Background: an optimization exercise with open tools, aiming at small area and a short achievable clock period. Do not read the settings as production practice. RTL that was checked went through simulation tests only; none was proved equivalent to the original. Only the layout flow was run in runs 5 and 6; the RTL was not checked for function there. Power and IR drop assume default switching activity.

[flow/flow/run.sh]
#!/bin/bash
# Layout flow: the standard layout (standard.sh, the standard synthesis and ORFS steps unchanged),
# except that each input and output port is buffered with a plain sky130_fd_sc_hd__buf_N cell
# (PORT_BUF below) rather than the delay buffer that buffer_ports picks by default.
# The whole make output goes to standard_flow.log in the work folder; ORFS's per-step logs are
# under orfs/logs/.
set -euo pipefail
cd "$(dirname "${BASH_SOURCE[0]}")/.."
PORT_BUF=sky130_fd_sc_hd__buf_1
export BUFFER_PORTS_ARGS="-buffer_cell ${PORT_BUF}"
bash standard.sh finish > standard_flow.log 2>&1
[flow/standard.sh]
#!/bin/bash
# synth_recipe.tcl (not shown) runs the flow's synth.tcl, then flattens the netlist and writes it again
# the make line also repeats each setting of config.mk as NAME=value (left out here)
make -C /OpenROAD-flow-scripts/flow DESIGN_CONFIG=/design/flow/config.mk WORK_HOME=/design/flow/orfs CLKGATE_MAP_FILE= SYNTH_SCRIPT=/design/flow/synth_recipe.tcl "${@:-finish}"
[flow/config.mk]
export PLATFORM = sky130hd
export DESIGN_NAME = Vcpu32Alu
export DESIGN_NICKNAME = Vcpu32Alu
export VERILOG_FILES = /design/flow/design.v
export SDC_FILE = /design/flow/constraint.sdc
export NUM_CORES = 4
export LEC_CHECK = 0
export CAP_MARGIN = 20
export CORE_MARGIN = 2
export CORE_UTILIZATION = 40
export SETUP_SLACK_MARGIN = 3.0
export SLEW_MARGIN = 20
[flow/constraint.sdc]
create_clock -name core_clock -period 5.5 [get_ports {clk}]
set_input_delay 1.1000 -clock core_clock [delete_from_list [all_inputs] [get_ports {clk}]]
set_output_delay 1.1000 -clock core_clock [all_outputs]
set_load 0.01 [all_outputs]
[flow/design.v]
module Vcpu32Alu (
   input    wire          clk,
   input    wire[0:31]    a,
   input    wire[0:31]    b,
   input    wire[0:7]     ac,
   output   wire[0:31]    r,
   output   wire          c,
   output   wire          n,
   output   wire          z,
   output   wire          err
   );
   wire [31:0] A   = a;
   wire [31:0] B   = b;
   wire        cin = ac[0];
   wire        invB = ac[1];
   wire [1:0]  sh  = ac[3:4];
   wire [2:0]  op  = ac[5:7];
   wire isAdd = ( op == 3'd3 );
   wire selA  = ( op == 3'd1 );
   wire selB  = ( op == 3'd2 );
   wire selAnd = ( op == 3'd5 );
   wire selOr  = ( op == 3'd6 );
   wire selXor = ( op == 3'd7 );
   wire [31:0] tA = ( sh == 2'd0 ) ? A :
                    ( sh == 2'd1 ) ? { A[30:0], 1'b0 } :
                    ( sh == 2'd2 ) ? { A[29:0], 2'b00 } :
                                     { A[28:0], 3'b000 };
   wire [3:0]  fT = { selA | selB | selAnd | selOr,          
                      selA | isAdd | selOr | selXor,         
                      selB | isAdd | selOr | selXor,         
                      1'b0 };                                
   wire [3:0]  uT = invB ? { fT[2], fT[3], fT[0], fT[1] } : fT;
   wire        gP = isAdd & ~invB;                          
   wire        gN = isAdd & invB;                           
   wire [31:0] g  = tA & (( B & { 32 { gP }} ) | ( ~B & { 32 { gN }} ));
   wire        cinA = cin & isAdd;
   wire [31:0] tL = ( tA & B & { 32 { uT[3] }} ) | ( tA & ~B & { 32 { uT[2] }} ) | ( ~tA & B & { 32 { uT[1] }} ) |
                    ( ~tA & ~B & { 32 { uT[0] }} );
   wire [31:0] p  = tL;
   wire s1c0_g0_1 = g[1] | ( p[1] & g[0] );
   wire s1c0_p0_1 = p[1] & p[0];
   wire sum_0 = tL[0] ^ cinA;
   wire sum_1 = tL[1] ^ ( g[0] | ( p[0] & cinA ));
   wire gco_0 = ( s1c0_g0_1 | ( s1c0_p0_1 & cinA ));
   wire s1c1_g0_1 = g[3] | ( p[3] & g[2] );
   wire s1c1_p0_1 = p[3] & p[2];
   wire sum_2 = tL[2];
   wire sum_3 = tL[3] ^ g[2];
   wire gco_1 = s1c1_g0_1;
   wire s1c2_g0_1 = g[5] | ( p[5] & g[4] );
   wire s1c2_p0_1 = p[5] & p[4];
   wire sum_4 = tL[4];
   wire sum_5 = tL[5] ^ g[4];
   wire gco_2 = s1c2_g0_1;
   wire s1c3_g0_1 = g[7] | ( p[7] & g[6] );
   wire s1c3_p0_1 = p[7] & p[6];
   wire sum_6 = tL[6];
   wire sum_7 = tL[7] ^ g[6];
   wire gco_3 = s1c3_g0_1;
   wire s1c4_g0_1 = g[9] | ( p[9] & g[8] );
   wire s1c4_p0_1 = p[9] & p[8];
   wire sum_8 = tL[8];
   wire sum_9 = tL[9] ^ g[8];
   wire gco_4 = s1c4_g0_1;
   wire s1c5_g0_1 = g[11] | ( p[11] & g[10] );
   wire s1c5_p0_1 = p[11] & p[10];
   wire sum_10 = tL[10];
   wire sum_11 = tL[11] ^ g[10];
   wire gco_5 = s1c5_g0_1;
   wire s1c6_g0_1 = g[13] | ( p[13] & g[12] );
   wire s1c6_p0_1 = p[13] & p[12];
   wire sum_12 = tL[12];
   wire sum_13 = tL[13] ^ g[12];
   wire gco_6 = s1c6_g0_1;
   wire s1c7_g0_1 = g[15] | ( p[15] & g[14] );
   wire s1c7_p0_1 = p[15] & p[14];
   wire sum_14 = tL[14];
   wire sum_15 = tL[15] ^ g[14];
   wire gco_7 = s1c7_g0_1;
   wire s1c8_g0_1 = g[17] | ( p[17] & g[16] );
   wire s1c8_p0_1 = p[17] & p[16];
   wire sum_16 = tL[16];
   wire sum_17 = tL[17] ^ g[16];
   wire gco_8 = s1c8_g0_1;
   wire s1c9_g0_1 = g[19] | ( p[19] & g[18] );
   wire s1c9_p0_1 = p[19] & p[18];
   wire sum_18 = tL[18];
   wire sum_19 = tL[19] ^ g[18];
   wire gco_9 = s1c9_g0_1;
   wire s1c10_g0_1 = g[21] | ( p[21] & g[20] );
   wire s1c10_p0_1 = p[21] & p[20];
   wire sum_20 = tL[20];
   wire sum_21 = tL[21] ^ g[20];
   wire gco_10 = s1c10_g0_1;
   wire s1c11_g0_1 = g[23] | ( p[23] & g[22] );
   wire s1c11_p0_1 = p[23] & p[22];
   wire sum_22 = tL[22];
   wire sum_23 = tL[23] ^ g[22];
   wire gco_11 = s1c11_g0_1;
   wire s1c12_g0_1 = g[25] | ( p[25] & g[24] );
   wire s1c12_p0_1 = p[25] & p[24];
   wire sum_24 = tL[24];
   wire sum_25 = tL[25] ^ g[24];
   wire gco_12 = s1c12_g0_1;
   wire s1c13_g0_1 = g[27] | ( p[27] & g[26] );
   wire s1c13_p0_1 = p[27] & p[26];
   wire sum_26 = tL[26];
   wire sum_27 = tL[27] ^ g[26];
   wire gco_13 = s1c13_g0_1;
   wire s1c14_g0_1 = g[29] | ( p[29] & g[28] );
   wire s1c14_p0_1 = p[29] & p[28];
   wire sum_28 = tL[28];
   wire sum_29 = tL[29] ^ g[28];
   wire gco_14 = s1c14_g0_1;
   wire s1c15_g0_1 = g[31] | ( p[31] & g[30] );
   wire s1c15_p0_1 = p[31] & p[30];
   wire sum_30 = tL[30];
   wire sum_31 = tL[31] ^ g[30];
   wire gco_15 = s1c15_g0_1;
   wire [31:0] gSum = { sum_31, sum_30, sum_29, sum_28, sum_27, sum_26, sum_25, sum_24, sum_23, sum_22, sum_21, sum_20, sum_19, sum_18, sum_17, sum_16, sum_15, sum_14, sum_13, sum_12, sum_11, sum_10, sum_9, sum_8, sum_7, sum_6, sum_5, sum_4, sum_3, sum_2, sum_1, sum_0 };
   wire [15:0] gCo = { gco_15, gco_14, gco_13, gco_12, gco_11, gco_10, gco_9, gco_8, gco_7, gco_6, gco_5, gco_4, gco_3, gco_2, gco_1, gco_0 };
   reg [31:0]   s1X;
   reg [15:0]   s1G;
   reg          s1Inv;
   always @( posedge clk ) begin
      s1X   <= gSum;
      s1G   <= gCo;
      s1Inv <= ac[2];
   end
   wire gP_0 = &s1X[1:0];
   wire gP_1 = &s1X[3:2];
   wire gP_2 = &s1X[5:4];
   wire gP_3 = &s1X[7:6];
   wire gP_4 = &s1X[9:8];
   wire gP_5 = &s1X[11:10];
   wire gP_6 = &s1X[13:12];
   wire gP_7 = &s1X[15:14];
   wire gP_8 = &s1X[17:16];
   wire gP_9 = &s1X[19:18];
   wire gP_10 = &s1X[21:20];
   wire gP_11 = &s1X[23:22];
   wire gP_12 = &s1X[25:24];
   wire gP_13 = &s1X[27:26];
   wire gP_14 = &s1X[29:28];
   wire gP_15 = &s1X[31:30];
   wire s2c_g0_1 = s1G[1] | ( gP_1 & s1G[0] );
   wire s2c_p0_1 = gP_1 & gP_0;
   wire s2c_g0_3 = s1G[3] | ( gP_3 & s1G[2] );
   wire s2c_p0_3 = gP_3 & gP_2;
   wire s2c_g0_5 = s1G[5] | ( gP_5 & s1G[4] );
   wire s2c_p0_5 = gP_5 & gP_4;
   wire s2c_g0_7 = s1G[7] | ( gP_7 & s1G[6] );
   wire s2c_p0_7 = gP_7 & gP_6;
   wire s2c_g0_9 = s1G[9] | ( gP_9 & s1G[8] );
   wire s2c_p0_9 = gP_9 & gP_8;
   wire s2c_g0_11 = s1G[11] | ( gP_11 & s1G[10] );
   wire s2c_p0_11 = gP_11 & gP_10;
   wire s2c_g0_13 = s1G[13] | ( gP_13 & s1G[12] );
   wire s2c_p0_13 = gP_13 & gP_12;
   wire s2c_g0_15 = s1G[15] | ( gP_15 & s1G[14] );
   wire s2c_p0_15 = gP_15 & gP_14;
   wire s2c_g1_2 = s1G[2] | ( gP_2 & s2c_g0_1 );
   wire s2c_p1_2 = gP_2 & s2c_p0_1;
   wire s2c_g1_3 = s2c_g0_3 | ( s2c_p0_3 & s2c_g0_1 );
   wire s2c_p1_3 = s2c_p0_3 & s2c_p0_1;
   wire s2c_g1_6 = s1G[6] | ( gP_6 & s2c_g0_5 );
   wire s2c_p1_6 = gP_6 & s2c_p0_5;
   wire s2c_g1_7 = s2c_g0_7 | ( s2c_p0_7 & s2c_g0_5 );
   wire s2c_p1_7 = s2c_p0_7 & s2c_p0_5;
   wire s2c_g1_10 = s1G[10] | ( gP_10 & s2c_g0_9 );
   wire s2c_p1_10 = gP_10 & s2c_p0_9;
   wire s2c_g1_11 = s2c_g0_11 | ( s2c_p0_11 & s2c_g0_9 );
   wire s2c_p1_11 = s2c_p0_11 & s2c_p0_9;
   wire s2c_g1_14 = s1G[14] | ( gP_14 & s2c_g0_13 );
   wire s2c_p1_14 = gP_14 & s2c_p0_13;
   wire s2c_g1_15 = s2c_g0_15 | ( s2c_p0_15 & s2c_g0_13 );
   wire s2c_p1_15 = s2c_p0_15 & s2c_p0_13;
   wire s2c_g2_4 = s1G[4] | ( gP_4 & s2c_g1_3 );
   wire s2c_p2_4 = gP_4 & s2c_p1_3;
   wire s2c_g2_5 = s2c_g0_5 | ( s2c_p0_5 & s2c_g1_3 );
   wire s2c_p2_5 = s2c_p0_5 & s2c_p1_3;
   wire s2c_g2_6 = s2c_g1_6 | ( s2c_p1_6 & s2c_g1_3 );
   wire s2c_p2_6 = s2c_p1_6 & s2c_p1_3;
   wire s2c_g2_7 = s2c_g1_7 | ( s2c_p1_7 & s2c_g1_3 );
   wire s2c_p2_7 = s2c_p1_7 & s2c_p1_3;
   wire s2c_g2_12 = s1G[12] | ( gP_12 & s2c_g1_11 );
   wire s2c_p2_12 = gP_12 & s2c_p1_11;
   wire s2c_g2_13 = s2c_g0_13 | ( s2c_p0_13 & s2c_g1_11 );
   wire s2c_p2_13 = s2c_p0_13 & s2c_p1_11;
   wire s2c_g2_14 = s2c_g1_14 | ( s2c_p1_14 & s2c_g1_11 );
   wire s2c_p2_14 = s2c_p1_14 & s2c_p1_11;
   wire s2c_g2_15 = s2c_g1_15 | ( s2c_p1_15 & s2c_g1_11 );
   wire s2c_p2_15 = s2c_p1_15 & s2c_p1_11;
   wire s2c_g3_8 = s1G[8] | ( gP_8 & s2c_g2_7 );
   wire s2c_p3_8 = gP_8 & s2c_p2_7;
   wire s2c_g3_9 = s2c_g0_9 | ( s2c_p0_9 & s2c_g2_7 );
   wire s2c_p3_9 = s2c_p0_9 & s2c_p2_7;
   wire s2c_g3_10 = s2c_g1_10 | ( s2c_p1_10 & s2c_g2_7 );
   wire s2c_p3_10 = s2c_p1_10 & s2c_p2_7;
   wire s2c_g3_11 = s2c_g1_11 | ( s2c_p1_11 & s2c_g2_7 );
   wire s2c_p3_11 = s2c_p1_11 & s2c_p2_7;
   wire s2c_g3_12 = s2c_g2_12 | ( s2c_p2_12 & s2c_g2_7 );
   wire s2c_p3_12 = s2c_p2_12 & s2c_p2_7;
   wire s2c_g3_13 = s2c_g2_13 | ( s2c_p2_13 & s2c_g2_7 );
   wire s2c_p3_13 = s2c_p2_13 & s2c_p2_7;
   wire s2c_g3_14 = s2c_g2_14 | ( s2c_p2_14 & s2c_g2_7 );
   wire s2c_p3_14 = s2c_p2_14 & s2c_p2_7;
   wire s2c_g3_15 = s2c_g2_15 | ( s2c_p2_15 & s2c_g2_7 );
   wire s2c_p3_15 = s2c_p2_15 & s2c_p2_7;
   wire rs_0 = s1X[0];
   wire rs_1 = s1X[1];
   wire rs_2 = s1X[2] ^ ( s1G[0] );
   wire rs_3 = s1X[3] ^ ( s1G[0] & ( &s1X[2:2] ) );
   wire rs_4 = s1X[4] ^ ( s2c_g0_1 );
   wire rs_5 = s1X[5] ^ ( s2c_g0_1 & ( &s1X[4:4] ) );
   wire rs_6 = s1X[6] ^ ( s2c_g1_2 );
   wire rs_7 = s1X[7] ^ ( s2c_g1_2 & ( &s1X[6:6] ) );
   wire rs_8 = s1X[8] ^ ( s2c_g1_3 );
   wire rs_9 = s1X[9] ^ ( s2c_g1_3 & ( &s1X[8:8] ) );
   wire rs_10 = s1X[10] ^ ( s2c_g2_4 );
   wire rs_11 = s1X[11] ^ ( s2c_g2_4 & ( &s1X[10:10] ) );
   wire rs_12 = s1X[12] ^ ( s2c_g2_5 );
   wire rs_13 = s1X[13] ^ ( s2c_g2_5 & ( &s1X[12:12] ) );
   wire rs_14 = s1X[14] ^ ( s2c_g2_6 );
   wire rs_15 = s1X[15] ^ ( s2c_g2_6 & ( &s1X[14:14] ) );
   wire rs_16 = s1X[16] ^ ( s2c_g2_7 );
   wire rs_17 = s1X[17] ^ ( s2c_g2_7 & ( &s1X[16:16] ) );
   wire rs_18 = s1X[18] ^ ( s2c_g3_8 );
   wire rs_19 = s1X[19] ^ ( s2c_g3_8 & ( &s1X[18:18] ) );
   wire rs_20 = s1X[20] ^ ( s2c_g3_9 );
   wire rs_21 = s1X[21] ^ ( s2c_g3_9 & ( &s1X[20:20] ) );
   wire rs_22 = s1X[22] ^ ( s2c_g3_10 );
   wire rs_23 = s1X[23] ^ ( s2c_g3_10 & ( &s1X[22:22] ) );
   wire rs_24 = s1X[24] ^ ( s2c_g3_11 );
   wire rs_25 = s1X[25] ^ ( s2c_g3_11 & ( &s1X[24:24] ) );
   wire rs_26 = s1X[26] ^ ( s2c_g3_12 );
   wire rs_27 = s1X[27] ^ ( s2c_g3_12 & ( &s1X[26:26] ) );
   wire rs_28 = s1X[28] ^ ( s2c_g3_13 );
   wire rs_29 = s1X[29] ^ ( s2c_g3_13 & ( &s1X[28:28] ) );
   wire rs_30 = s1X[30] ^ ( s2c_g3_14 );
   wire rs_31 = s1X[31] ^ ( s2c_g3_14 & ( &s1X[30:30] ) );
   wire [31:0] rSum = { rs_31, rs_30, rs_29, rs_28, rs_27, rs_26, rs_25, rs_24, rs_23, rs_22, rs_21, rs_20, rs_19, rs_18, rs_17, rs_16, rs_15, rs_14, rs_13, rs_12, rs_11, rs_10, rs_9, rs_8, rs_7, rs_6, rs_5, rs_4, rs_3, rs_2, rs_1, rs_0 };
   wire rCo = s2c_g3_15;
   reg [31:0] s2R;
   reg        s2C;
   always @( posedge clk ) begin
      s2R <= rSum ^ { 32 { s1Inv }};
      s2C <= rCo;
   end
   assign r   = s2R;
   assign c   = s2C;
   assign n   = s2R[31];
   assign z   = ( s2R == 32'd0 );
   assign err = 1'b0;
endmodule
==> summary.txt, run 1 <==
----------------------------------------------------
[Run status]
  Run status ... finished clean

[Timing]
  Max frequency ... between 0.4 and 0.5 GHz
  Clock skew ... 8.62 ps
  Relative slew slack ... 0.421
  Min Tclk post-route ... 2440 ps
  Final worst path period share ... 0.443
  Worst hold slack after final layout ... 413 ps
  Sum Neg Setup Slack ... 0 ps
  Number of max-slew violations in the final report ... 0
  Setup slack of the critical path after layout ... 3060 ps
  Transition time at the pin with the least slew margin ... 868 ps
  Final-report hold violation count ... 0
  Setup repair after global routing missed its margin ... yes
  Number of setup violations in the final report ... 0

[Critical path]
  CP cell instances ... nor4_1 > nand4_1 > nor2_1 > buf_2
  Top delay family on crit path ... simple AND/OR/NAND/NOR gates
  Required time of the critical path ... 4400 ps
  Number of buffers and inverters on the critical path ... 1
  Crit Path Category ... reg2out
  Critical Path Max Stage Delay ... 300 ps
  Launching element type of the critical path ... flop
  Cell type of the slowest stage on the worst timing path ... dfxtp_1
  CP arrival ... 1340 ps
  Critical Path Sink Type ... output port
  Crit-path max FO ... 2

[Synth]
  Share of async-settable or async-resettable flops after synthesis ... 0
  Number of flip-flops and latches in the synthesized netlist ... 82
  Post-Synthesis Net Count ... between 500 and 600
  Post-synthesis average cell area ... 10.1 um^2
  Synthesized area ... 0.00497 mm^2
  Portion of the post-synthesis area used by sequential elements ... 0.331
  Total number of yosys warnings ... 1
  Top FF cell, synth ... dfxtp_1
  Gate count of the mapped netlist ... 491
  Share of the synthesized area in the top cell type ... 0.331
  Cell types with the largest area share after synthesis ... dfxtp_1 33%, xnor2_1 11%, mux2i_1 9.7%
  Post-synthesis cell type count ... 52
  Number of enable-type register cells in the synthesized netlist ... 0
  Dominant cell type by area after synthesis ... dfxtp_1
  Most numerous cell in the Yosys netlist ... dfxtp_1
  Most frequent cells after synthesis ... 82 x dfxtp_1, 62 x xnor2_1, 48 x mux2i_1, 32 x ha_1, 24 x nor2_1

[Clock tree]
  Total clock buffers created by CTS ... 9
  CTS sink count ... 82
  TritonCTS clock tree ... yes
  CTS H-tree lvls ... 3
  Clk Tree Root Cell ... clkbuf_16
  Buffer depth of the longest clock path ... 2
  Later-pin clock latency in the skew report ... 340 ps
  Clock-pin slew on the worst setup and hold paths ... 50 ps

[Floorplanning]
  Count of boundary I/O pins ... about 110
  Die area ... 0.0133 mm^2
  Starting Density ... 0.412
  Placeable core area ... between 0.01 and 0.015 mm^2
  Die width ... 115 um
  Die H ... around 120 um
  Std-Cell Rows ... 40

[Drt]
  Post-route ant nets ... 0
  Detailed router's first-iteration violation count ... 185
  Via count of the routed design ... roughly 3.8k
  DRC ... 0
  Total length of routed wires ... about 11000 um
  Post-DR wirelength/cell ... between 15 and 20 um
  Router iterations before antenna repair ... 4
  Number of vias per cell ... just over 5

[Global route]
  Total grt overflow ... 0
  Via count of the first global-routing pass ... around 3.5k
  Total routing usage reported by global routing ... 0.174
  Wire length of the first global-routing pass ... 18200 um
  Pin count of the biggest net entering global routing ... 37
  Antenna violations before repair ... 0

[Placement]
  Worst slack, placed ... 2210 ps
  Final RePlAce weighted congestion ... around 0.8
  Placed cell count ... 736
  Detailed placer's ending HPWL ... slightly below 9000 um
  Instance area at placement ... 0.00543 mm^2
  Number of buffers inserted by port buffering ... 107

[Layout]
  # nets final ... 685
  Share of layout cells above drive strength 1 ... 0.118
  Final Instance Count excl. Fillers ... 752
  Post-layout instance area ... 0.00581 mm^2
  Number of antenna cells inserted ... 0
  Final core occ ... 0.482
  Layout overhead on the synthesized area ... 17.0%

[Run]
  Max Cap Violations ... 0

[Power]
  IR Drop Worst-Case VDD ... 150 uV
  Post-layout total power ... roughly 1.8 mW
  Static leakage power ... between 2 and 2.5 nW
  Power density of the placed cells ... 313 mW/mm^2

[Min path]
  Classification of the worst-slack hold path ... reg2reg

----------------------------------------------------
final timing paths:
kind / from / to / slack [ps] / depth (start not counted)
max: s2R[16]$_DFF_P_ / z / 3060 / 4
min reg2reg: s1G[15]$_DFF_P_ / s2C$_DFF_P_ / 410 / 1
max reg2reg: s1G[2]$_DFF_P_ / s2R[26]$_DFF_P_ / 3390 / 7
min: s1G[15]$_DFF_P_ / s2C$_DFF_P_ / 410 / 1
where the power goes:
group	leakage, nW	total (mW)	internal (mW)	switching [mW]
Sequential	0.685	0.784	0.700	0.0836
Combinational	1.56	0.433	0.196	0.237
Clock	0.152	0.601	0.385	0.216
Total	2.40	1.82	1.28	0.536
cells by family after synthesis:
kind of cell | after synthesis | share of synthesized area
XOR/XNOR | 80 | 0.141
buffers and inverters | 37 | 0.0383
other | 1 | 0.000755
AND/OR/NAND/NOR | 103 | 0.102
adder cells (fa/ha/maj) | 32 | 0.0806
AO/OA/AOI/OAI | 80 | 0.114
flip-flops | 82 | 0.331
multiplexers | 76 | 0.193
cells in the final DEF (no fill, tap or decap), types with 3 or more instances in the layout:
cell,synthesis,routed
a21o_1,16,16
a21oi_1,5,5
a31o_1,3,3
a31o_2,3,3
buf_1,0,103
clkbuf_16,0,9
clkbuf_8,0,4
dfxtp_1,82,80
ha_1,32,31
inv_1,4,4
mux2_2,13,13
mux2i_1,48,48
mux4_2,14,14
nand2_1,20,20
nand2b_1,3,3
nand3_1,20,20
nand4_1,5,5
nor2_1,24,24
nor3_1,14,14
nor4_1,9,6
o21ai_1,20,20
o22ai_1,13,13
xnor2_1,62,62
xor2_1,18,18
cell type report:
| class | count | area, um^2 |
|---|---|---|
| Fill cell | 1182 | 6250 |
| Multi-Input combinational cell | 373 | 3190 |
| Timing Repair Buffer | 109 | 443 |
| Tap cell | 168 | 210 |
| Clock inverter | 2 | 35.0 |
| Sequential cell | 82 | 1640 |
| Clock buffer | 13 | 270 |
| Inverter | 5 | 18.8 |
layer usage:
layer  global-route usage  up-vias  share of wire
li1                     -     1950              -
met1                0.269     1742           0.52
met2                0.243      108           0.41
met3               0.0183       14          0.045
met4               0.0771        0          0.019
met5                    0        -              0
sequential cells by signal, indices dropped and copies added (netlist names):
signal / flops
s1G: 16
s1Inv: 1
s2C: 1
s1X: 32
s2R: 32
repair_timing:
action	in CTS	in global routing
pin swaps	3	0
hold buffers	0	0
setup endpoints to repair	49	4
gates resized for setup	14	1
gates cloned	0	1
setup buffers	0	0
==> run 2, diff against run 1 <==
--- a/flow/config.mk
+++ b/flow/config.mk
@@ -10,2 +10,5 @@
 export CORE_UTILIZATION = 40
+export CTS_BUF_LIST = sky130_fd_sc_hd__clkbuf_2 sky130_fd_sc_hd__clkbuf_4
+export CTS_CLUSTER_DIAMETER = 100
+export CTS_CLUSTER_SIZE = 40
 export SETUP_SLACK_MARGIN = 3.0
==> run 2 against run 1 <==
  * Non-clock buffer count is the same
  * Power shrank 15%
  * Via count fell by 0.97%
  * Hold slack gained 7.9 ps
  * Die area stayed put
  * Clock skew up 12 ps
  * Clock power is 47% lower
  * Core utilization decreased by 1.4 points
  * Sequential share of layout area grew 0.90 points
  * Final area is 2.9% lower
  * Highest routed layer unchanged
==> summary.txt, run 2 <==
----------------------------------------------------
[Layout]
  Layout overhead on the synthesized area ... 13.6%
  Share of layout cells above drive strength 1 ... 0.120
  # nets final ... 684
  Largest registers ... s1X x32, s2R x32, s1G x16
  Final core occ ... 0.468
  Final Instance Count excl. Fillers ... 752
  Most common cell after layout, fill and taps aside ... buf_1
  Leading cell types in the layout, fill and taps excluded ... 103 x buf_1, 78 x dfxtp_1, 62 x xnor2_1, 48 x mux2i_1, 31 x ha_1
  Filler Cells Inserted ... 1201

[Critical path]
  Launching element type of the critical path ... flop
  Cell type of the slowest stage on the worst timing path ... dfxtp_2
  Number of buffers and inverters on the critical path ... 1
  Top delay family on crit path ... simple AND/OR/NAND/NOR gates
  Crit-path max FO ... 2
  Start point of the critical path ... s2R[25]$_DFF_P_
  Critical Path Sink Type ... output port
  CP arrival ... around 1400 ps
  CP cell instances ... nor4_4 > nand4_1 > nor2_1 > buf_2
  Worst reg2reg startpoint ... s1G[2]$_DFF_P_
  Crit Path Category ... reg2out
  Critical Path Max Stage Delay ... between 300 and 400 ps
  Required time of the critical path ... around 4400 ps

[Synth]
  Portion of the post-synthesis area used by sequential elements ... 0.331
  Total number of yosys warnings ... 1
  Share of the synthesized area in the top cell type ... 0.331
  Number of enable-type register cells in the synthesized netlist ... 0
  Most frequent cells after synthesis ... 82 x dfxtp_1, 62 x xnor2_1, 48 x mux2i_1, 32 x ha_1, 24 x nor2_1
  Post-Synthesis Net Count ... 596
  Post-synthesis average cell area ... 10.1 um^2
  Synthesized area ... 0.00497 mm^2
  Gate count of the mapped netlist ... 491
  Cell types with the largest area share after synthesis ... dfxtp_1 33%, xnor2_1 11%, mux2i_1 9.7%
  Most numerous cell in the Yosys netlist ... dfxtp_1
  Top FF cell, synth ... dfxtp_1
  Post-synthesis cell type count ... 52
  Number of flip-flops and latches in the synthesized netlist ... 82
  Share of async-settable or async-resettable flops after synthesis ... 0
  Dominant cell type by area after synthesis ... dfxtp_1

[Floorplanning]
  Die H ... 115 um
  Std-Cell Rows ... 40
  Count of boundary I/O pins ... roughly 110
  Die area ... between 0.01 and 0.015 mm^2
  Starting Density ... 0.412
  Placeable core area ... 0.0121 mm^2
  Die width ... 115 um

[Timing]
  Sum Neg Setup Slack ... 0 ps
  Final worst path period share ... 0.458
  Relative slew slack ... 0.417
  Setup repair after global routing missed its margin ... yes
  Number of max-slew violations in the final report ... 0
  Number of setup violations in the final report ... 0
  Final-report hold violation count ... 0
  Min Tclk post-route ... 2520 ps
  Max frequency ... a little under 0.4 GHz
  Transition time at the pin with the least slew margin ... 875 ps
  Clock skew ... 21.1 ps

[Drt]
  Number of vias per cell ... 5.02
  Post-route ant nets ... 0
  DRC ... 0
  Router iterations before antenna repair ... 4
  Via count of the routed design ... 3777
  Post-DR wirelength/cell ... 14.8 um
  Total length of routed wires ... approximately 11000 um
  Detailed router's first-iteration violation count ... 270

[Clock tree]
  Post-CTS Setup Bufs ... 0
  Later-pin clock latency in the skew report ... ~420 ps
  Total clock buffers created by CTS ... 9
  Clk Tree Root Cell ... clkbuf_4
  Buffer depth of the longest clock path ... 2
  TritonCTS clock tree ... yes
  CTS H-tree lvls ... 3
  Clock-pin slew on the worst setup and hold paths ... 100 ps
  CTS sink count ... 82

[Power]
  Power density of the placed cells ... 273 mW/mm^2
  Post-layout total power ... between 1.5 and 2 mW
  Static leakage power ... 2.31 nW
  IR Drop Worst-Case VDD ... 80.1 uV

[Placement]
  Number of buffers inserted by port buffering ... 107
  Placed cell count ... roughly 740
  Detailed placer's ending HPWL ... 8710 um
  Final RePlAce weighted congestion ... 0.788

[Global route]
  Antenna violations before repair ... 1
  Via count of the first global-routing pass ... 3498
  Total grt overflow ... 0
  Pin count of the biggest net entering global routing ... 37
  Total routing usage reported by global routing ... 0.172
  Wire length of the first global-routing pass ... 18100 um

[Min path]
  Start point of the worst min-delay path ... s1G[15]$_DFF_P_
  Classification of the worst-slack hold path ... reg2reg

[Run]
  Max Cap Violations ... 0

[Run status]
  Run status ... finished clean

----------------------------------------------------
==> run 2: cell types whose count changed in the layout (fill, tap and decap cells not counted), moves of 2 or more <==
cell and change:
clkinv_1 +3, clkbuf_16 -9, clkbuf_4 +10, nor4_1 -2, dfxtp_1 -2, dfxtp_2 +2
nor4_4 +2, clkbuf_8 -4
==> run 2: layer usage <==
metal,global-route usage,part of all wire,vias up
li1,-,-,1957
met5,0,0,-
met2,0.242,0.42,107
met4,0.0482,0.011,0
met3,0.0324,0.054,11
met1,0.268,0.52,1702
==> run 2: layout make-up <==
cell class                      count  area, um^2  share of cell area
Antenna cell                        1        2.50            0.000444
Inverter                            5        18.8             0.00333
Tap cell                          168         210              0.0373
Timing Repair Buffer              109         433              0.0768
Sequential cell                    82        1650               0.292
Clock inverter                      5        46.3             0.00821
Multi-Input combinational cell    372        3210               0.569
Clock buffer                       10        75.1              0.0133
==> run 2: what timing repair did <==
action                                  4_1_cts  5_1_grt
pin swaps                                     3        4
gates resized for setup                      11       10
endpoints found under the setup margin       37       31
hold buffers                                  0        0
==> run 2: cell families (layout without fill, tap and decap cells) <==
kind of cell / after synthesis / after routing / synth area share
simple gates: 103 / 103 / 0.102
compound gates: 80 / 80 / 0.114
mux: 76 / 76 / 0.193
xor+xnor: 80 / 80 / 0.141
other cells: 1 / 2 / 0.000755
flops: 82 / 82 / 0.331
fa+ha+maj: 32 / 32 / 0.0806
buf+inv: 37 / 129 / 0.0383
==> run 2: per-stage QoR <==
stage	instance area, um^2	setup WS [ps]	hold WS [ps]
5_1_grt	5640	2830	453
4_1_cts	5600	2880	424
2_1_floorplan	4990	2980	390
3_3_place_gp	5430	2240	407
6_report	5640	2980	421
3_5_place_dp	5430	2210	397
==> run 2: worst register-to-register path, cell delays in order, from the launching register on <==
cell and delay (ps):
dfxtp_1 420, nor3_1 100, a2111o_1 450, o21ai_4 200, a41oi_1 200, a21oi_1 180, ha_1 260, xor2_1 160
==> run 2: worst paths after layout <==
path / endpoint / slack (ps) / cells past startpoint
setup reg to reg: s2R[26]$_DFF_P_ / 3380 / 7
hold / removal: s2C$_DFF_P_ / 420 / 1
setup / recovery: z / 2980 / 4
hold reg to reg: s2C$_DFF_P_ / 420 / 1
==> run 2: report_power, final <==
group / total, mW / switching, mW / internal, mW
clock network: 0.320 / 0.183 / 0.137
logic: 0.431 / 0.234 / 0.197
registers: 0.790 / 0.0904 / 0.700
==> run 3, diff against run 2 <==
--- a/flow/config.mk
+++ b/flow/config.mk
@@ -10,6 +10,4 @@
 export CORE_UTILIZATION = 40
-export CTS_BUF_LIST = sky130_fd_sc_hd__clkbuf_2 sky130_fd_sc_hd__clkbuf_4
-export CTS_CLUSTER_DIAMETER = 100
-export CTS_CLUSTER_SIZE = 40
-export SETUP_SLACK_MARGIN = 3.0
+export CTS_BUF_LIST = sky130_fd_sc_hd__clkbuf_4 sky130_fd_sc_hd__clkbuf_8
+export SETUP_SLACK_MARGIN = 3.1
 export SLEW_MARGIN = 20
==> run 3 against run 2 <==
  * Die area unchanged
  * Area after synthesis unchanged
  * Core utilization is 1.0 points higher
  * Final area up 2.2%
  * Clock skew down 8.0 ps
  * Global-route usage grew 0.11 points
  * Via count increased by 0.82%
  * Hold slack got worse by 2.0 ps
  * Clock-buffer cell count up 3
  * Sequential power about the same
  * Flip-flop and latch count did not move
  * Largest cell class unchanged
  * Largest power group unchanged
  * Highest routed layer unchanged
==> summary.txt, run 3 <==
----------------------------------------------------
[Run status]
  Run status ... finished clean

[Floorplanning]
  Placeable core area ... around 0.012 mm^2
  Die area ... roughly 0.013 mm^2
  Std-Cell Rows ... 40
  Count of boundary I/O pins ... 109
  Die H ... 115 um
  Die width ... 115 um
  Starting Density ... 0.412

[Placement]
  Number of buffers inserted by port buffering ... 107
  Final RePlAce weighted congestion ... 0.799
  Detailed placer's ending HPWL ... a little under 9000 um

[Drt]
  Total length of routed wires ... 11200 um
  Met3 wire length ... 502 um
  Router iterations before antenna repair ... 4
  Detailed router's first-iteration violation count ... about 220
  Post-DR wirelength/cell ... 14.9 um
  Post-route ant nets ... 0
  Number of vias per cell ... 5.06
  DRC ... 0
  Total met2 wirelength after detailed routing ... around 4700 um
  Top routing layer in use ... met4
  Via count of the routed design ... around 3.8k
  Detailed-routing wirelength on met1 ... 5960 um

[Clock tree]
  Buffer depth of the longest clock path ... 2
  Clk Tree Root Cell ... clkbuf_8
  Clock-pin slew on the worst setup and hold paths ... 80 ps
  TritonCTS clock tree ... yes
  Total clock buffers created by CTS ... 9
  CTS H-tree lvls ... 3
  Count of hold buffers inserted by post-cts repair ... 0
  Later-pin clock latency in the skew report ... 340 ps
  CTS sink count ... approximately 80

[Synth]
  Cell types with the largest area share after synthesis ... dfxtp_1 33%, xnor2_1 11%, mux2i_1 9.7%
  Top FF cell, synth ... dfxtp_1
  Dominant cell type by area after synthesis ... dfxtp_1
  Share of the synthesized area in the top cell type ... 0.331
  Number of enable-type register cells in the synthesized netlist ... 0
  Total number of yosys warnings ... 1
  Most frequent cells after synthesis ... 82 x dfxtp_1, 62 x xnor2_1, 48 x mux2i_1, 32 x ha_1, 24 x nor2_1
  Most numerous cell in the Yosys netlist ... dfxtp_1
  Gate count of the mapped netlist ... roughly 490
  Share of async-settable or async-resettable flops after synthesis ... 0
  Number of flip-flops and latches in the synthesized netlist ... 82
  Synthesized area ... 0.00497 mm^2
  Portion of the post-synthesis area used by sequential elements ... 0.331
  Post-synthesis average cell area ... 10.1 um^2
  Post-synthesis cell type count ... between 50 and 60
  Post-Synthesis Net Count ... 596

[Power]
  Power density of the placed cells ... 292 mW/mm^2
  Static leakage power ... approximately 2.4 nW
  IR Drop Worst-Case VDD ... 110 uV
  Post-layout total power ... 1.68 mW

[Critical path]
  End of the worst register-to-register path ... s2R[26]$_DFF_P_
  Critical Path Sink Type ... output port
  Launching element type of the critical path ... flop
  Number of buffers and inverters on the critical path ... 1
  Crit-path max FO ... 2
  Top delay family on crit path ... simple AND/OR/NAND/NOR gates
  Crit Path Category ... reg2out
  CP arrival ... 1320 ps
  R2r worst-path depth ... 7
  Worst reg2reg startpoint ... s1G[2]$_DFF_P_
  CP cell instances ... nor4_4 > nand4_1 > nor2_1 > buf_2
  Flop-to-flop setup slack ... 3400 ps
  Critical Path Max Stage Delay ... 330 ps
  Required time of the critical path ... 4400 ps
  Cell type of the slowest stage on the worst timing path ... dfxtp_2

[Timing]
  Clock skew ... 13.1 ps
  Max frequency ... 0.413 GHz
  Min Tclk post-route ... around 2400 ps
  Setup repair after global routing missed its margin ... yes
  Final-report hold violation count ... 0
  Number of setup violations in the final report ... 0
  Sum Neg Setup Slack ... 0 ps
  Relative slew slack ... 0.420
  Final worst path period share ... 0.441
  Transition time at the pin with the least slew margin ... 870 ps
  Number of max-slew violations in the final report ... 0

[Global route]
  Antenna violations before repair ... 0
  Total routing usage reported by global routing ... 0.174
  Pin count of the biggest net entering global routing ... 37
  Total grt overflow ... 0
  Wire length of the first global-routing pass ... 18200 um
  Via count of the first global-routing pass ... 3540

[Layout]
  # nets final ... 684
  Share of layout cells above drive strength 1 ... 0.125
  Layout overhead on the synthesized area ... 16.0%
  Area taken by multi-input logic gates ... ~0.0032 mm^2
  Leading cell types in the layout, fill and taps excluded ... 103 x buf_1, 80 x dfxtp_1, 62 x xnor2_1, 48 x mux2i_1, 31 x ha_1
  Most common cell after layout, fill and taps aside ... buf_1
  Filler Cells Inserted ... 1191
  Largest registers ... s1X x32, s2R x32, s1G x16
  Number of antenna cells inserted ... 0
  Combined flip-flop and latch cell area ... about 0.0016 mm^2

[Run]
  Max Cap Violations ... 0

[Min path]
  Cell depth of the worst hold path ... 1
  Start point of the worst min-delay path ... s1G[15]$_DFF_P_
  Classification of the worst-slack hold path ... reg2reg
  Hold path endpoint ... s2C$_DFF_P_

----------------------------------------------------
run 3: cell types whose count changed in the layout (fill, tap and decap cells not counted), moves of 2 or more:
| cell | previous run | this run |
|---|---|---|
| clkinvlp_4 | 0 | 2 |
| clkinv_1 | 3 | 0 |
| clkbuf_4 | 11 | 0 |
| dfxtp_2 | 4 | 2 |
| dfxtp_1 | 78 | 80 |
| clkbuf_8 | 0 | 13 |
| nor4_2 | 2 | 4 |
run 3: final cells by class:
class,instances,area share
multi-input cells,372,0.557
flip-flops and latches,82,0.285
repair buffers,109,0.0786
well taps,168,0.0365
clock buffers,13,0.0311
clock inverters,3,0.00782
inverters,5,0.00326
run 3: per-stage QoR:
| stage | instance area (um^2) | hold WS [ps] | setup slack (ps) | std cells | util |
|---|---|---|---|---|---|
| floorplan | 5010 | 390 | 2980 | 491 | - |
| global placement | 5430 | 407 | 2220 | 736 | 0.450 |
| detailed placement | 5430 | 407 | 2170 | 736 | 0.450 |
| CTS | 5730 | 426 | 2990 | 752 | 0.475 |
| global route | 5760 | 458 | 2940 | 752 | 0.478 |
| finish | 5760 | 419 | 3080 | 752 | 0.478 |
run 3: timing repair:
action | CTS | global route
resized for setup | 15 | 8
hold endpoints to repair | 0 | 0
setup buffers | 0 | 0
setup endpoints to repair | 49 | 30
pin swaps | 3 | 0
run 3: where the power goes:
group          internal (mW)  leakage [nW]  switching (mW)
combinational          0.200          1.56           0.237
clock                  0.259         0.108           0.197
sequential             0.699         0.685          0.0881
total                   1.16          2.36           0.522
run 3: how the worst max path moves through the flow:
| stage | start | end | slack [ps] | cells after the start |
|---|---|---|---|---|
| after floorplan | ac[4] | s1G[2]$_DFF_P_ | 2980 | 7 |
| after global placement | ac[4] | s1G[9]$_DFF_P_ | 2220 | 6 |
| after detailed placement | ac[4] | s1G[6]$_DFF_P_ | 2170 | 6 |
| after CTS | s2R[30]$_DFF_P_ | z | 2990 | 4 |
| after global routing | s2R[30]$_DFF_P_ | z | 2940 | 4 |
| final | s2R[30]$_DFF_P_ | z | 3080 | 4 |
run 3: logic make-up (layout without fill, tap and decap cells):
group,Yosys count,after routing,share of synthesized area
xor gates and xnor gates,80,80,0.141
DFF,82,82,0.331
AOI/OAI and AO/OA,80,80,0.114
other,1,1,0.000755
adders and majority gates,32,32,0.0806
muxes,76,76,0.193
and+or+nand+nor,103,103,0.102
buffers and inverters,37,130,0.0383
run 3: metal layers:
metal | global-route usage | vias to the layer above
met4 | 0.0474 | 0
met5 | 0 | -
met2 | 0.243 | 104
li1 | - | 1939
met1 | 0.276 | 1760
met3 | 0.0241 | 5
==> run 4, diff against run 3 <==
--- a/flow/flow/run.sh
+++ b/flow/flow/run.sh
@@ -10,2 +10,3 @@
 export BUFFER_PORTS_ARGS="-buffer_cell ${PORT_BUF}"
+export RECOVER_POWER=${RECOVER_POWER:-100}
 bash standard.sh finish > standard_flow.log 2>&1
--- a/flow/config.mk
+++ b/flow/config.mk
@@ -11,3 +11,3 @@
 export CTS_BUF_LIST = sky130_fd_sc_hd__clkbuf_4 sky130_fd_sc_hd__clkbuf_8
-export SETUP_SLACK_MARGIN = 3.1
+export SETUP_SLACK_MARGIN = 3.0
 export SLEW_MARGIN = 20
==> run 4 against run 3 <==
  * The layout now fails its checks (max-capacitance violations, max-slew violations)
  * Setup slack worse by 1200 ps
  * Fmax is 34% lower
  * Core utilization decreased by 0.48 points
  * Critical path depth rose by 4
  * Routed wire length down 0.31%
  * Final cell count unchanged
  * Combinational power fell by 2%
  * Final area is 1.0% lower
  * Clock skew is 2.5 ps higher
  * Critical path type is now in2reg
  * Largest cell class unchanged
  * Largest power group unchanged
  * Highest routed layer unchanged
==> summary.txt, run 4 <==
----------------------------------------------------
[Drt]
  DRC ... 0
  Number of vias per cell ... 5.03
  Total length of routed wires ... 11200 um
  Detailed router's first-iteration violation count ... 255
  Via count of the routed design ... 3781
  Post-DR wirelength/cell ... 14.9 um
  Post-route ant nets ... 0
  Router iterations before antenna repair ... 4

[Floorplanning]
  Die width ... roughly 120 um
  Std-Cell Rows ... 40
  Count of boundary I/O pins ... between 100 and 150
  Die area ... 0.0133 mm^2
  Die H ... 115 um
  Starting Density ... 0.412
  Placeable core area ... 0.0121 mm^2

[Layout]
  Number of antenna cells inserted ... 0
  Layout overhead on the synthesized area ... 14.9%
  Filler Cells Inserted ... 1190
  Leading cell types in the layout, fill and taps excluded ... 103 x buf_1, 82 x dfxtp_1, 62 x xnor2_1, 48 x mux2i_1, 32 x ha_1
  Share of layout cells above drive strength 1 ... 0.108
  Most common cell after layout, fill and taps aside ... buf_1
  Area taken by multi-input logic gates ... roughly 0.0032 mm^2
  # nets final ... 685
  Combined flip-flop and latch cell area ... 0.00164 mm^2
  Largest registers ... s1X x32, s2R x32, s1G x16

[Timing]
  Clock skew ... 15.6 ps
  Setup repair after global routing missed its margin ... yes
  Final worst path period share ... 0.664
  Number of max-slew violations in the final report ... 69
  Final-report hold violation count ... 0
  Number of setup violations in the final report ... 0
  Max frequency ... 0.274 GHz
  Transition time at the pin with the least slew margin ... 1620 ps
  Relative slew slack ... -0.0810
  Min Tclk post-route ... 3650 ps
  Sum Neg Setup Slack ... 0 ps

[Placement]
  Final RePlAce weighted congestion ... 0.788
  Detailed placer's ending HPWL ... 8710 um
  Number of buffers inserted by port buffering ... 107

[Power]
  Static leakage power ... approximately 2.3 nW
  Post-layout total power ... 1.66 mW
  Power density of the placed cells ... 290 mW/mm^2
  IR Drop Worst-Case VDD ... 109 uV

[Synth]
  Cell types with the largest area share after synthesis ... dfxtp_1 33%, xnor2_1 11%, mux2i_1 9.7%
  Gate count of the mapped netlist ... approximately 490
  Number of flip-flops and latches in the synthesized netlist ... 82
  Post-Synthesis Net Count ... 596
  Simple-gate share of the synthesized area ... 0.102
  Post-synthesis average cell area ... roughly 10 um^2
  Portion of the post-synthesis area used by sequential elements ... 0.331
  Top FF cell, synth ... dfxtp_1
  Post-synthesis mux area share ... 0.193
  Synthesized-area fraction occupied by ao, oa, aoi and oai cells ... 0.114
  Most numerous cell in the Yosys netlist ... dfxtp_1
  Synth Area in XOR/XNOR ... 0.141
  Total number of yosys warnings ... 1
  Largest family of logic cells by synthesized area ... multiplexers
  Share of async-settable or async-resettable flops after synthesis ... 0
  Number of enable-type register cells in the synthesized netlist ... 0
  Dominant cell type by area after synthesis ... dfxtp_1
  Share of the synthesized area in the top cell type ... 0.331
  Share of synthesized cell area in full adder, half adder and majority cells ... 0.0806
  Synthesized area ... around 0.0050 mm^2
  Post-synthesis cell type count ... 52
  Most frequent cells after synthesis ... 82 x dfxtp_1, 62 x xnor2_1, 48 x mux2i_1, 32 x ha_1, 24 x nor2_1

[Critical path]
  Cell type of the slowest stage on the worst timing path ... clkbuf_1
  Critical Path Sink Type ... flop
  Crit Path Category ... in2reg
  Required time of the critical path ... 5720 ps
  Crit-path max FO ... 36
  CP cell instances ... buf_1 > clkbuf_1 > ha_1 > mux2i_1 > o21ai_1 > ha_1 > a21oi_1 > xnor2_1
  CP arrival ... a little under 4000 ps
  Most used cell, CP ... ha_1
  Launching element type of the critical path ... input port
  Critical Path Max Stage Delay ... 1080 ps

[Clock tree]
  TritonCTS clock tree ... yes
  Clock-pin slew on the worst setup and hold paths ... 70 ps
  Later-pin clock latency in the skew report ... ~350 ps
  CTS H-tree lvls ... 3
  Post-CTS Setup Bufs ... 0
  CTS sink count ... between 80 and 90
  Count of hold buffers inserted by post-cts repair ... 0
  Buffer depth of the longest clock path ... 2
  Total clock buffers created by CTS ... 9
  Clk Tree Root Cell ... clkbuf_8

[Run status]
  Run status ... failed layout checks
  Reasons for failing layout checks ... max-capacitance violations, max-slew violations

[Global route]
  Pin count of the biggest net entering global routing ... 37
  Total routing usage reported by global routing ... 0.171
  Wire length of the first global-routing pass ... 18000 um
  Via count of the first global-routing pass ... 3475
  Antenna violations before repair ... 0
  Total grt overflow ... 0

[Run]
  Max Cap Violations ... 2

[Min path]
  Classification of the worst-slack hold path ... reg2reg

----------------------------------------------------
run 4: cell counts after synthesis:
No cell type changed its count.
run 4: critical path, delay by kind of cell:
family | cells | cell delay (ps)
AOI/OAI and AO/OA | 2 | 220
xor gates and xnor gates | 1 | 150
adders and majority gates | 2 | 1060
buffers and inverters | 2 | 1140
muxes | 1 | 170
run 4: path summary, 6_finish.rpt:
check                                      from               to  slack (ps)  cells past startpoint
worst min register to register  s1G[15]$_DFF_P_      s2C$_DFF_P_         420                      1
worst max-delay path                      ac[6]   s1X[1]$_DFF_P_        1850                      8
worst min-delay path            s1G[15]$_DFF_P_      s2C$_DFF_P_         420                      1
worst max register to register   s1G[2]$_DFF_P_  s2R[26]$_DFF_P_        2980                      7
run 4: area by class of cell:
| class | count | share of cell area |
|---|---|---|
| Multi-Input combinational cell | 373 | 0.559 |
| Sequential cell | 82 | 0.288 |
| Clock buffer | 13 | 0.0303 |
| Clock inverter | 2 | 0.00614 |
| Timing Repair Buffer | 109 | 0.0766 |
| Tap cell | 168 | 0.0369 |
| Inverter | 5 | 0.00329 |
run 4: where the power goes:
group          internal, mW  switching (mW)
logic                 0.195           0.232
clock network         0.249           0.192
registers             0.699          0.0894
total                  1.14           0.514
run 4: repair_timing:
action                     4_1_cts  5_1_grt
pin swaps                        3        6
cloned                           0        1
gates resized for setup         14        6
setup endpoints to repair       49        2
run 4: stage by stage:
stage / area, um^2 / hold slack (ps) / setup WS, ps / utilization / instances
floorplan: 4990 / 390 / 2980 / - / 491
global placement: 5430 / 407 / 2240 / 0.450 / 736
detailed placement: 5430 / 397 / 2210 / 0.450 / 736
CTS: 5700 / 422 / 2980 / 0.473 / 751
global route: 5700 / 450 / 1470 / 0.473 / 752
finish: 5700 / 416 / 1850 / 0.473 / 752
run 4: cell families after synthesis:
kind of cell,after synthesis
xor gates and xnor gates,80
adders and majority gates,32
muxes,76
and+or+nand+nor,103
other,1
buffers and inverters,37
AOI/OAI and AO/OA,80
DFF,82
run 4: metal layers:
metal | wire (um) | GRT usage | up-vias | part of all wire
met5 | 0 | 0 | - | 0
li1 | - | - | 1948 | -
met1 | 5730 | 0.266 | 1707 | 0.51
met3 | 638 | 0.0309 | 8 | 0.057
met2 | 4730 | 0.242 | 118 | 0.42
met4 | 102 | 0.0434 | 0 | 0.0091
==> run 5, diff against run 4 <==
--- a/flow/design.v
+++ b/flow/design.v
@@ -23,6 +23,4 @@
    wire selXor = ( op == 3'd7 );
-   wire [31:0] tA = ( sh == 2'd0 ) ? A :
-                    ( sh == 2'd1 ) ? { A[30:0], 1'b0 } :
-                    ( sh == 2'd2 ) ? { A[29:0], 2'b00 } :
-                                     { A[28:0], 3'b000 };
+   wire [31:0] tA1 = sh[0] ? { A[30:0], 1'b0 } : A;
+   wire [31:0] tA  = sh[1] ? { tA1[29:0], 2'b00 } : tA1;
    wire [3:0]  fT = { selA | selB | selAnd | selOr,          
--- a/flow/flow/run.sh
+++ b/flow/flow/run.sh
@@ -10,3 +10,2 @@
 export BUFFER_PORTS_ARGS="-buffer_cell ${PORT_BUF}"
-export RECOVER_POWER=${RECOVER_POWER:-100}
 bash standard.sh finish > standard_flow.log 2>&1
==> run 5 against run 4 <==
  * Now clean on timing, DRC and antenna
  * Combinational power increased by 1%
  * Critical path depth is 4 lower
  * Sequential share of layout area rose by 0.45 points
  * Non-clock buffer count increased by 1
  * First-iteration DRC count shrank 22%
  * Critical path type is now reg2out
  * Highest routed layer unchanged
  * Clock skew fell by 4.4 ps
  * Largest power group unchanged
  * Register-to-register slack improved by 100 ps
  * Final cell count fell by 2.9%
==> summary.txt, run 5 <==
----------------------------------------------------
[Run status]
  Run status ... finished clean

[Drt]
  Router iterations before antenna repair ... 4
  Number of vias per cell ... 5.38
  Post-route ant nets ... 0
  Via count of the routed design ... 3930
  Post-DR wirelength/cell ... roughly 16 um
  Total length of routed wires ... 12000 um
  Detailed router's first-iteration violation count ... 199
  DRC ... 0

[Global route]
  Antenna violations before repair ... 0
  Total grt overflow ... 0
  Pin count of the biggest net entering global routing ... 37
  Wire length of the first global-routing pass ... 18900 um
  Via count of the first global-routing pass ... around 3.8k
  Total routing usage reported by global routing ... 0.187

[Layout]
  Layout overhead on the synthesized area ... 15.0%
  Final Instance Count excl. Fillers ... 730
  Largest registers ... s1X x32, s2R x32, s1G x16
  Share of layout cells above drive strength 1 ... 0.123
  Number of antenna cells inserted ... 0
  Most common cell after layout, fill and taps aside ... buf_1
  # nets final ... 683
  Post-layout instance area ... around 0.0056 mm^2
  Filler Cells Inserted ... 1151
  Leading cell types in the layout, fill and taps excluded ... 103 x buf_1, 79 x dfxtp_1, 62 x xnor2_1, 48 x mux2i_1, 26 x ha_1
  Area taken by multi-input logic gates ... 0.00317 mm^2
  Combined flip-flop and latch cell area ... 0.00165 mm^2

[Synth]
  Cell types with the largest area share after synthesis ... dfxtp_1 34%, xnor2_1 11%, mux2i_1 9.8%
  Post-synthesis cell type count ... 41
  Number of flip-flops and latches in the synthesized netlist ... 82
  Share of async-settable or async-resettable flops after synthesis ... 0
  Top FF cell, synth ... dfxtp_1
  Portion of the post-synthesis area used by sequential elements ... 0.335
  Most numerous cell in the Yosys netlist ... dfxtp_1
  Most frequent cells after synthesis ... 82 x dfxtp_1, 62 x xnor2_1, 48 x mux2i_1, 32 x ha_1, 25 x nor2_1
  Synthesized area ... slightly below 0.005 mm^2
  Total number of yosys warnings ... 1
  Share of the synthesized area in the top cell type ... 0.335
  Gate count of the mapped netlist ... 489
  Number of enable-type register cells in the synthesized netlist ... 0
  Post-synthesis average cell area ... 10.0 um^2
  Dominant cell type by area after synthesis ... dfxtp_1
  Post-Synthesis Net Count ... 594

[Critical path]
  Critical Path Sink Type ... output port
  R2r worst-path depth ... 7
  Crit Path Category ... reg2out
  Crit-path max FO ... 2
  Launching element type of the critical path ... flop
  Required time of the critical path ... between 4000 and 5000 ps
  Flop-to-flop setup slack ... between 3000 and 4000 ps
  Worst reg2reg startpoint ... s1G[0]$_DFF_P_
  End of the worst register-to-register path ... s2R[30]$_DFF_P_
  CP arrival ... 1510 ps

[Power]
  Seq pwr share ... 0.487
  Share of power burned in combinational logic ... 0.270
  Static leakage power ... 2.34 nW
  Design internal power ... 1.07 mW
  Net Sw Power ... 0.532 mW
  Share of total power consumed by net switching ... 0.332
  Share of power burned in the clock network ... 0.242
  Power density of the placed cells ... 285 mW/mm^2
  IR Drop Worst-Case VDD ... 105 uV

[Timing]
  Worst hold slack after final layout ... ~430 ps
  Final-report hold violation count ... 0
  Max frequency ... 0.383 GHz
  Number of setup violations in the final report ... 0
  Sum Neg Setup Slack ... 0 ps
  Number of max-slew violations in the final report ... 0
  Transition time at the pin with the least slew margin ... between 900 and 1000 ps
  Setup repair after global routing missed its margin ... yes
  Clock skew ... approximately 11 ps
  Final worst path period share ... 0.475
  Min Tclk post-route ... ~2600 ps
  Relative slew slack ... 0.363

[Min path]
  Hold path endpoint ... s2R[0]$_DFF_P_
  Start point of the worst min-delay path ... s1X[0]$_DFF_P_
  Classification of the worst-slack hold path ... reg2reg
  Cell depth of the worst hold path ... 1

[Placement]
  Detailed placer's ending HPWL ... approximately 9000 um
  Number of buffers inserted by port buffering ... 107
  Instance area at placement ... 0.00537 mm^2
  Placed cell count ... between 700 and 800
  Final RePlAce weighted congestion ... roughly 0.83

[Floorplanning]
  Die width ... 115 um
  Starting Density ... 0.409
  Count of boundary I/O pins ... 109
  Placeable core area ... approximately 0.012 mm^2
  Die H ... 115 um
  Die area ... 0.0131 mm^2
  Std-Cell Rows ... 40

[Clock tree]
  TritonCTS clock tree ... yes
  Total clock buffers created by CTS ... 9
  CTS sink count ... 82
  CTS H-tree lvls ... 3
  Count of hold buffers inserted by post-cts repair ... 0
  Buffer depth of the longest clock path ... 2
  Clock-pin slew on the worst setup and hold paths ... 80 ps
  Clk Tree Root Cell ... clkbuf_8
  Later-pin clock latency in the skew report ... around 360 ps

[Run]
  Max Cap Violations ... 0

----------------------------------------------------
run 5: worst max-delay path by stage:
stage | start | end | slack [ps] | cells after the start
after floorplan | ac[4] | s1X[5]$_DFF_P_ | 2980 | 6
after global placement | ac[4] | s1X[23]$_DFF_P_ | 2230 | 5
after detailed placement | ac[4] | s1X[23]$_DFF_P_ | 2120 | 5
after CTS | s2R[21]$_DFF_P_ | z | 2830 | 4
after global routing | s2R[19]$_DFF_P_ | z | 2790 | 4
final | s2R[25]$_DFF_P_ | z | 2890 | 4
run 5: layer usage:
metal  part of all wire  global-route usage
met5                  0                   0
met4              0.028              0.0846
met3              0.043              0.0323
met2               0.48               0.307
met1               0.45               0.239
run 5: worst max-delay path, cell delays in order, from the launching register on:
cell	delay, ps
dfxtp_1	310
nor4_1	310
nand4_1	250
nor2_1	140
buf_2	140
run 5: metrics by stage:
step,setup WS (ps),utilization,total power [mW]
after global placement,2230,0.449,1.20
after CTS,2830,0.469,1.62
after detailed placement,2120,0.449,1.21
after global routing,2790,0.471,1.71
final,2890,0.471,1.60
after floorplan,2980,-,1.08
run 5: timing repair:
| item | CTS | global route |
|---|---|---|
| buffers inserted | 0 | 1 |
| cloned | 0 | 0 |
| resized for setup | 14 | 3 |
| pin swaps | 4 | 2 |
| setup endpoints to repair | 48 | 4 |
| endpoints found under the hold margin | 0 | 0 |
run 5: kinds of logic (layout without fill, tap and decap cells):
| group | Yosys count | count (layout) | synth area share |
|---|---|---|---|
| flops | 82 | 82 | 0.335 |
| mux | 76 | 76 | 0.195 |
| other cells | 1 | 1 | 0.000766 |
| xor+xnor | 80 | 80 | 0.143 |
| fa+ha+maj | 32 | 32 | 0.0818 |
| buf+inv | 35 | 129 | 0.0322 |
| simple gates | 105 | 105 | 0.106 |
| compound gates | 78 | 78 | 0.106 |
run 5: area by class of cell:
type,count,area share
clock inverters,5,0.00556
well taps,147,0.0327
repair buffers,110,0.0794
multi-input cells,372,0.563
flip-flops and latches,82,0.292
clock buffers,11,0.0247
inverters,3,0.00200
run 5: power by group through the flow:
stage                     Clock, mW  Sequential [mW]  Combinational [mW]
final                         0.389            0.781               0.433
after global routing          0.430            0.796               0.481
after CTS                     0.401            0.780               0.435
after detailed placement          0            0.785               0.428
after global placement            0            0.782               0.421
after floorplan                   0            0.795               0.283
==> run 6, diff against run 5 <==
--- a/flow/design.v
+++ b/flow/design.v
@@ -23,4 +23,5 @@
    wire selXor = ( op == 3'd7 );
-   wire [31:0] tA1 = sh[0] ? { A[30:0], 1'b0 } : A;
-   wire [31:0] tA  = sh[1] ? { tA1[29:0], 2'b00 } : tA1;
+   wire [3:0]  shD = { sh == 2'd3, sh == 2'd2, sh == 2'd1, sh == 2'd0 };
+   wire [31:0] tA  = ( A & { 32 { shD[0] }} ) | ( { A[30:0], 1'b0 } & { 32 { shD[1] }} ) |
+                     ( { A[29:0], 2'b00 } & { 32 { shD[2] }} ) | ( { A[28:0], 3'b000 } & { 32 { shD[3] }} );
    wire [3:0]  fT = { selA | selB | selAnd | selOr,          
==> run 6 against run 5 <==
  * Setup slack better by 40 ps
  * Final area increased by 1.2%
  * Non-clock buffer count up 1
  * Clock skew fell by 3.8 ps
  * Via count is 1.5% higher
  * Hold slack worse by 3.4 ps
  * Clock power increased by 12%
  * Routed wire length is 2.6% higher
  * Area after synthesis is 0.36% higher
==> summary.txt, run 6 <==
----------------------------------------------------
[Power]
  Share of power burned in combinational logic ... 0.265
  Share of power burned in the clock network ... 0.264
  Power density of the placed cells ... between 200 and 300 mW/mm^2
  Seq pwr share ... 0.471
  IR Drop Worst-Case VDD ... 113 uV
  Post-layout total power ... roughly 1.6 mW
  Design internal power ... 1.13 mW
  Static leakage power ... 2.35 nW
  Share of total power consumed by net switching ... 0.316
  Net Sw Power ... 0.520 mW

[Timing]
  Final worst path period share ... 0.468
  Number of setup violations in the final report ... 0
  Setup repair after global routing missed its margin ... yes
  Setup slack of the critical path after layout ... 2930 ps
  Min Tclk post-route ... approximately 2600 ps
  Relative slew slack ... 0.351
  Worst hold slack after final layout ... 424 ps
  Transition time at the pin with the least slew margin ... 974 ps
  Sum Neg Setup Slack ... 0 ps
  Number of max-slew violations in the final report ... 0
  Max frequency ... 0.389 GHz
  Final-report hold violation count ... 0
  Clock skew ... 7.35 ps

[Critical path]
  Launching element type of the critical path ... flop
  Crit-path max FO ... 2
  Critical Path Max Stage Delay ... 410 ps
  Number of buffers and inverters on the critical path ... 1
  Instance count on the critical path ... 4
  R2r worst-path depth ... 7
  CP arrival ... 1470 ps
  Top delay family on crit path ... simple AND/OR/NAND/NOR gates
  Cell type of the slowest stage on the worst timing path ... nor4_1
  CP cell instances ... nor4_1 > nand4_1 > nor2_1 > buf_2
  Crit Path Category ... reg2out
  Required time of the critical path ... approximately 4400 ps
  Flop-to-flop setup slack ... a little over 3000 ps
  Critical Path Sink Type ... output port

[Placement]
  Worst slack, placed ... 2150 ps
  Final RePlAce weighted congestion ... 0.862
  Number of buffers inserted by port buffering ... 107
  Detailed placer's ending HPWL ... 8920 um

[Floorplanning]
  Die width ... 115 um
  Placeable core area ... 0.0120 mm^2
  Starting Density ... 0.409
  Count of boundary I/O pins ... 109
  Std-Cell Rows ... 40
  Die H ... 115 um
  Die area ... 0.0132 mm^2

[Clock tree]
  Later-pin clock latency in the skew report ... 360 ps
  Clk Tree Root Cell ... clkbuf_8
  TritonCTS clock tree ... yes
  CTS sink count ... 82
  Total clock buffers created by CTS ... 9
  Buffer depth of the longest clock path ... 2
  Clock-pin slew on the worst setup and hold paths ... 70 ps
  CTS H-tree lvls ... 3

[Synth]
  Post-synthesis mux area share ... 0.192
  Synthesized-area fraction occupied by ao, oa, aoi and oai cells ... 0.107
  Number of flip-flops and latches in the synthesized netlist ... 82
  Post-synthesis cell type count ... 43
  Share of async-settable or async-resettable flops after synthesis ... 0
  Simple-gate share of the synthesized area ... 0.114
  Cell types with the largest area share after synthesis ... dfxtp_1 33%, xnor2_1 11%, mux2i_1 9.6%
  Post-Synthesis Net Count ... about 600
  Top FF cell, synth ... dfxtp_1
  Dominant cell type by area after synthesis ... dfxtp_1
  Share of the synthesized area in the top cell type ... 0.334
  Share of synthesized cell area in full adder, half adder and majority cells ... 0.0815
  Number of enable-type register cells in the synthesized netlist ... 0
  Portion of the post-synthesis area used by sequential elements ... 0.334
  Post-synthesis average cell area ... 10.0 um^2
  Synth Area in XOR/XNOR ... 0.143
  Most frequent cells after synthesis ... 82 x dfxtp_1, 63 x xnor2_1, 47 x mux2i_1, 32 x ha_1
  Most numerous cell in the Yosys netlist ... dfxtp_1
  Synthesized area ... 0.00491 mm^2
  Gate count of the mapped netlist ... around 490
  Total number of yosys warnings ... 1
  Largest family of logic cells by synthesized area ... multiplexers

[Layout]
  Layout overhead on the synthesized area ... 16.0%
  Number of antenna cells inserted ... 0
  Most common cell after layout, fill and taps aside ... buf_1
  Area taken by multi-input logic gates ... 0.00322 mm^2
  Largest registers ... s1X x32, s2R x32, s1G x16
  Filler Cells Inserted ... 1184
  Share of layout cells above drive strength 1 ... 0.135
  Leading cell types in the layout, fill and taps excluded ... 103 x buf_1, 80 x dfxtp_1, 63 x xnor2_1, 47 x mux2i_1
  Final core occ ... 0.474
  Combined flip-flop and latch cell area ... ~0.0016 mm^2
  # nets final ... 688

[Drt]
  Number of vias per cell ... 5.44
  Total length of routed wires ... 12300 um
  Router iterations before antenna repair ... 4
  Post-DR wirelength/cell ... 16.8 um
  DRC ... 0
  Detailed router's first-iteration violation count ... between 200 and 250
  Post-route ant nets ... 0
  Via count of the routed design ... 3990

[Global route]
  GRT met3 Usage ... 0.0401
  Wire length of the first global-routing pass ... 19100 um
  Pin count of the biggest net entering global routing ... 37
  Antenna violations before repair ... 0
  Total routing usage reported by global routing ... 0.186
  Global routing's busiest layer ... met2
  Via count of the first global-routing pass ... 3871
  Met1 GRT Util ... 0.246
  Total grt overflow ... 0
  GRT met2 Usage ... 0.303

[Run]
  Max Cap Violations ... 0

[Run status]
  Run status ... finished clean

[Min path]
  Cell depth of the worst hold path ... 1
  Classification of the worst-slack hold path ... reg2reg

----------------------------------------------------
## run 6: power groups by stage
stage	Sequential (mW)	Combinational (mW)	Clock [mW]
3_3_place_gp	0.781	0.421	0
6_report	0.776	0.437	0.436
4_1_cts	0.777	0.435	0.447
2_1_floorplan	0.793	0.284	0
3_5_place_dp	0.783	0.428	0
5_1_grt	0.790	0.483	0.475
## run 6: cells by family (layout without fill, tap and decap cells)
| kind of cell | Yosys count | in the layout |
|---|---|---|
| flip-flops | 82 | 82 |
| other | 1 | 1 |
| adder cells (fa/ha/maj) | 32 | 32 |
| multiplexers | 75 | 76 |
| AND/OR/NAND/NOR | 112 | 112 |
| XOR/XNOR | 80 | 80 |
| AO/OA/AOI/OAI | 78 | 78 |
| buffers and inverters | 31 | 126 |
## run 6: layer usage
layer	vias up	wire [um]
met2	141	5670
met3	15	846
met4	0	209
met5	-	0
met1	1864	5580
li1	1970	-
## run 6: layout make-up
type                            count  area share
Clock buffer                       12      0.0268
Clock inverter                      3     0.00703
Multi-Input combinational cell    379       0.565
Sequential cell                    82       0.288
Tap cell                          147      0.0323
Timing Repair Buffer              111      0.0801
## run 6: path summary, 6_finish.rpt
check                  from               to
min          s1X[0]$_DFF_P_   s2R[0]$_DFF_P_
max reg2reg  s1X[2]$_DFF_P_  s2R[30]$_DFF_P_
max          s2R[1]$_DFF_P_                z
min reg2reg  s1X[0]$_DFF_P_   s2R[0]$_DFF_P_
## run 6: what timing repair did
item / in CTS / in global routing
gates resized for setup: 14 / 1
hold buffers: 0 / 0
setup buffers: 0 / 1
setup endpoints to repair: 51 / 9
cloned: 0 / 1
pin swaps: 5 / 4
## run 6: per-stage QoR
stage,cell area [um^2],std cells
after floorplan,4980,491
after global placement,5420,717
after detailed placement,5420,717
after CTS,5670,732
after global routing,5700,734
final,5700,734

-- what the ideal ports hide --
The flow's constraints put no driver on any port. The routed layouts listed below were extracted and timed again, unchanged, in two steps. Step 1, drivers: a clkbuf_16 drives clk and a buf_2 each remaining input, both assumed. Step 2 moves the port delays by t, midway between the first and last clock arrival at a register: inputs arrive t later, outputs are due t later. That takes back most of the time a late clock gives input paths. Slacks: no drivers / after step 1 / after step 2; pairs: no drivers / after step 1.
run | t, ns | slack for setup (ns) | cell pins on the clock port's net
run 1 | 0.364 | 3.062 / 3.028 / 2.742 | 1
run 2 | 0.434 | 2.979 / 2.951 / 2.662 | 1
run 3 | 0.365 | 3.076 / 3.048 / 2.786 | 1
run 4 | 0.366 | 1.846 / 1.846 / 1.480 | 1
run 5 | 0.390 | 2.886 / 2.854 / 2.674 | 1
run 6 | 0.389 | 2.926 / 2.894 / 2.672 | 1
For run 4, which loses most, drivers alone change the setup slack by 0.000 ns; drivers and shift together by -0.366 ns.
